Background: an optimization exercise with open tools, aiming at small area. Do not read the settings as production practice.
In this exercise RTL edits were held to simulation tests only and were not proved equivalent to the original.

== onyx ==
// acdma_top
module acdma_top (
  input  logic         clk,
  input  logic         rst,
  input  logic [127:0] data_in,
  output logic [127:0] decoded_out
);
  logic [15:1] chip;
  wire  [15:0] chipx = {chip, 1'b0};
  wire  [3:0]  ph = ~{chip[8], chip[4], chip[2], chip[1]};
  wire  [3:0]  nn = ~(ph + 4'h1);
  always_ff @(posedge clk) begin
    if (rst) {chip[12], chip[8], chip[4], chip[3], chip[2], chip[1]} <= 6'd0;
    else begin
      chip[1] <= nn[0];
      chip[2] <= nn[1];
      chip[3] <= nn[0] ^ nn[1];
      chip[4] <= nn[2];
      chip[8] <= nn[3];
      chip[12] <= nn[2] ^ nn[3];
    end
  end
  assign chip[5] = chip[1] ^ chip[4];
  assign chip[6] = chip[2] ^ chip[4];
  assign chip[7] = chip[3] ^ chip[4];
  assign chip[9] = chip[1] ^ chip[8];
  assign chip[10] = chip[2] ^ chip[8];
  assign chip[11] = chip[3] ^ chip[8];
  assign chip[13] = chip[1] ^ chip[12];
  assign chip[14] = chip[2] ^ chip[12];
  assign chip[15] = chip[3] ^ chip[12];
  logic [127:0] w;
  assign w[7:0] = {~(data_in[7] ^ chipx[0]), data_in[6:0] ^ {7{chipx[0]}}};
  assign w[15:8] = {~(data_in[15] ^ chipx[1]), data_in[14:8] ^ {7{chipx[1]}}};
  assign w[23:16] = {~(data_in[23] ^ chipx[2]), data_in[22:16] ^ {7{chipx[2]}}};
  assign w[31:24] = {~(data_in[31] ^ chipx[3]), data_in[30:24] ^ {7{chipx[3]}}};
  assign w[39:32] = {~(data_in[39] ^ chipx[4]), data_in[38:32] ^ {7{chipx[4]}}};
  assign w[47:40] = {~(data_in[47] ^ chipx[5]), data_in[46:40] ^ {7{chipx[5]}}};
  assign w[55:48] = {~(data_in[55] ^ chipx[6]), data_in[54:48] ^ {7{chipx[6]}}};
  assign w[63:56] = {~(data_in[63] ^ chipx[7]), data_in[62:56] ^ {7{chipx[7]}}};
  assign w[71:64] = {~(data_in[71] ^ chipx[8]), data_in[70:64] ^ {7{chipx[8]}}};
  assign w[79:72] = {~(data_in[79] ^ chipx[9]), data_in[78:72] ^ {7{chipx[9]}}};
  ...
export LEC_CHECK = 0
export CAP_MARGIN = 20
export CORE_MARGIN = 2
export CORE_UTILIZATION = 60
export PLACE_DENSITY = 0.9
export SLEW_MARGIN = 20
export SYNTH_HIERARCHICAL = 1
export SYNTH_MINIMUM_KEEP_SIZE = 0
create_clock -name core_clock -period 4.0 [get_ports {clk}]
standard.sh (not shown) runs the stock make flow with config.mk's settings and CLKGATE_MAP_FILE= SYNTH_SCRIPT=/design/flow/synth_recipe.tcl, a recipe that flattens the netlist after the stock synthesis.
==> flow/flow/run.sh <==
#!/bin/bash
# The standard layout, with the smallest buffer on every input and output port
# instead of the flow's default choice, and clock tree synthesis without dummy
# loads and with smaller clock buffers.  make's output goes to flow_make.log.
set -euo pipefail
export BUFFER_PORTS_ARGS="-buffer_cell sky130_fd_sc_hd__buf_1"
export CTS_ARGS="-sink_clustering_enable -repair_clock_nets -dont_use_dummy_load -buf_list {sky130_fd_sc_hd__clkbuf_8 sky130_fd_sc_hd__clkbuf_16} -sink_clustering_size 30 -sink_clustering_max_diameter 100"
bash standard.sh > flow_make.log 2>&1
onyx was carried through to the last stage, and its layout satisfied the timing, DRC and antenna checks.
Edits applied to the flow inputs when going from onyx to harbor:
--- a/flow/config.mk
+++ b/flow/config.mk
@@ -8,6 +8,6 @@
 export CAP_MARGIN = 20
 export CORE_MARGIN = 2
-export CORE_UTILIZATION = 60
-export PLACE_DENSITY = 0.9
+export CORE_UTILIZATION = 40
+export PLACE_DENSITY = 0.6
 export SLEW_MARGIN = 20
 export SYNTH_HIERARCHICAL = 1
==> comparison <==
- Fraction of area in multi-input gates in harbor is 0.87 points lower than in onyx
- On core utilization: harbor sits below onyx.
- Sort onyx and harbor by final area desc -> top: harbor

* * *

Starting RTL as in the previous note.
Settings: LEC_CHECK=0, CAP_MARGIN=20, CORE_MARGIN=2, CORE_UTILIZATION=30, PLACE_DENSITY=0.5, SLEW_MARGIN=20, SYNTH_HIERARCHICAL=1, SYNTH_MINIMUM_KEEP_SIZE=0; clock period 4.0 ns.
Scripts as last shown in full above: flow/flow/run.sh
Change:
==> flow/flow/run.sh (replaced) <==
#!/bin/bash
# The standard layout, with the smallest buffer on every input and output port
# instead of the flow's default choice, and clock tree synthesis without dummy
# loads and with smaller clock buffers.  make's output goes to flow_make.log.
set -euo pipefail
export BUFFER_PORTS_ARGS="-buffer_cell sky130_fd_sc_hd__buf_1"
export CTS_ARGS="-sink_clustering_enable -repair_clock_nets -dont_use_dummy_load -buf_list {sky130_fd_sc_hd__clkbuf_8} -sink_clustering_size 20 -sink_clustering_max_diameter 60"
bash standard.sh > flow_make.log 2>&1
Settings changed: CORE_UTILIZATION 30 to 70, PLACE_DENSITY 0.5 to 0.8.
- flip-flop and latch count does not change
- setup slack degrades by 16 ps
- global-route usage went up by 13 points
- die area falls by about 56%
- clock-buffer cell count rises by 4
- hold slack improves by 27 ps
- wire length shrinks by 14%
Change:
--- a/flow/flow/run.sh
+++ b/flow/flow/run.sh
@@ -6,3 +6,3 @@
 export BUFFER_PORTS_ARGS="-buffer_cell sky130_fd_sc_hd__buf_1"
-export CTS_ARGS="-sink_clustering_enable -repair_clock_nets -dont_use_dummy_load -buf_list {sky130_fd_sc_hd__clkbuf_8} -sink_clustering_size 20 -sink_clustering_max_diameter 60"
+export CTS_ARGS="-sink_clustering_enable -repair_clock_nets -dont_use_dummy_load -buf_list {sky130_fd_sc_hd__clkbuf_8 sky130_fd_sc_hd__clkbuf_16} -sink_clustering_size 30 -sink_clustering_max_diameter 100"
 bash standard.sh > flow_make.log 2>&1
After rerunning: The changed run completed with no timing, DRC or antenna violations; clock-buffer cell count decreases by 6; cell count drops by 0.50%; final area came out higher by 0.31%; via count came out lower by 0.67%.
Change:
==> flow/flow/run.sh (replaced) <==
#!/bin/bash
# The standard layout, with the smallest buffer on every input and output port
# instead of the flow's default choice, and clock tree synthesis without dummy
# loads and with smaller clock buffers.  make's output goes to flow_make.log.
set -euo pipefail
export BUFFER_PORTS_ARGS="-buffer_cell sky130_fd_sc_hd__buf_1"
export CTS_ARGS="-sink_clustering_enable -repair_clock_nets -dont_use_dummy_load -buf_list {sky130_fd_sc_hd__clkbuf_8} -sink_clustering_size 20 -sink_clustering_max_diameter 60"
bash standard.sh > flow_make.log 2>&1
Settings changed: PLACE_DENSITY 0.8 to 0.9.
=> Count of clock-buffer cells in the layout goes up by 6; synthesized cell count is unchanged; die area stays the same; worst setup slack loses 91 ps; critical path depth stays the same; synthesized area is unchanged.

* * *

acdma_top again, from the RTL that the note above started with.
==> flow/config.mk <==
export PLATFORM = sky130hd
export DESIGN_NAME = acdma_top
export DESIGN_NICKNAME = acdma_top
export VERILOG_FILES = /design/flow/design.v
export SDC_FILE = /design/flow/constraint.sdc
export NUM_CORES = 4
export LEC_CHECK = 0
export CAP_MARGIN = 20
export CORE_MARGIN = 2
export CORE_UTILIZATION = 55
export PLACE_DENSITY = 0.7
export SLEW_MARGIN = 20
export SYNTH_HIERARCHICAL = 1
export SYNTH_MINIMUM_KEEP_SIZE = 0
==> flow/constraint.sdc <==
create_clock -name core_clock -period 4.0 [get_ports {clk}]
set_input_delay 0.8000 -clock core_clock [delete_from_list [all_inputs] [get_ports {clk}]]
set_output_delay 0.8000 -clock core_clock [all_outputs]
set_load 0.01 [all_outputs]
==> flow/flow/run.sh <==
#!/bin/bash
# The standard layout, with the smallest buffer on every input and output port
# instead of the flow's default choice, and clock tree synthesis without dummy
# loads and with smaller clock buffers.  make's output goes to flow_make.log.
set -euo pipefail
export BUFFER_PORTS_ARGS="-buffer_cell sky130_fd_sc_hd__buf_1"
export CTS_ARGS="-sink_clustering_enable -repair_clock_nets -dont_use_dummy_load -buf_list {sky130_fd_sc_hd__clkbuf_8 sky130_fd_sc_hd__clkbuf_16} -sink_clustering_size 30 -sink_clustering_max_diameter 100"
bash standard.sh > flow_make.log 2>&1
The baseline produced a clean layout.
Change:
==> flow/flow/run.sh (replaced) <==
#!/bin/bash
# The standard layout, with the smallest buffer on every input and output port
# instead of the flow's default choice, and clock tree synthesis without dummy
# loads and with smaller clock buffers.  make's output goes to flow_make.log.
set -euo pipefail
export BUFFER_PORTS_ARGS="-buffer_cell sky130_fd_sc_hd__buf_1"
export CTS_ARGS="-sink_clustering_enable -repair_clock_nets -dont_use_dummy_load -buf_list {sky130_fd_sc_hd__clkbuf_8} -sink_clustering_size 20 -sink_clustering_max_diameter 60"
bash standard.sh > flow_make.log 2>&1
--- a/flow/config.mk
+++ b/flow/config.mk
@@ -8,5 +8,5 @@
 export CAP_MARGIN = 20
 export CORE_MARGIN = 2
-export CORE_UTILIZATION = 55
+export CORE_UTILIZATION = 70
 export PLACE_DENSITY = 0.7
 export SLEW_MARGIN = 20
Result:
- via count goes up slightly
- routed wire length goes down by a few percent

## separate check: timing with driven ports
How much do the figures lean on ideal ports? The routed layouts below were timed once more, with nothing changed but the port constraints.
Step 1 sets driving cells, clkbuf_16 on the clock port and buf_2 on the other inputs (assumed; they add their load-dependent delay and slew).
Step 2 times the ports against the registers' clock, not the clock port: input delays grow and output delays shrink by t, the midpoint of the rising clock arrivals with the driver on.
Three values: ideal ports, drivers, drivers and shift; two values: the first two.
run | shift t [ns] | slack for setup (ns) | clock arrival spread, ns | slew at the worst register clock pin (ns) | worst slew at a driven data input, ns
onyx | 0.525 | 0.134 / 0.134 / 0.134 | 0.018 / 0.018 | 0.11 / 0.11 | 0.08
harbor | 0.525 | 0.186 / 0.186 / 0.186 | 0.012 / 0.012 | 0.11 / 0.11 | 0.05
the first run of note 2 | 0.525 | 0.159 / 0.159 / 0.159 | 0.060 / 0.060 | 0.11 / 0.11 | 0.06
the second run of note 2 | 0.538 | 0.143 / 0.143 / 0.143 | 0.063 / 0.063 | 0.12 / 0.12 | 0.04
the third run of note 2 | 0.516 | 0.169 / 0.169 / 0.169 | 0.043 / 0.043 | 0.11 / 0.11 | 0.04
the fourth run of note 2 | 0.566 | 0.078 / 0.078 / 0.078 | 0.048 / 0.048 | 0.12 / 0.12 | 0.04
the first run of note 3 | 0.525 | 0.131 / 0.131 / 0.131 | 0.014 / 0.014 | 0.11 / 0.11 | 0.04
the second run of note 3 | 0.554 | 0.151 / 0.151 / 0.151 | 0.054 / 0.054 | 0.12 / 0.12 | 0.05
After both steps every run listed still meets setup and hold.
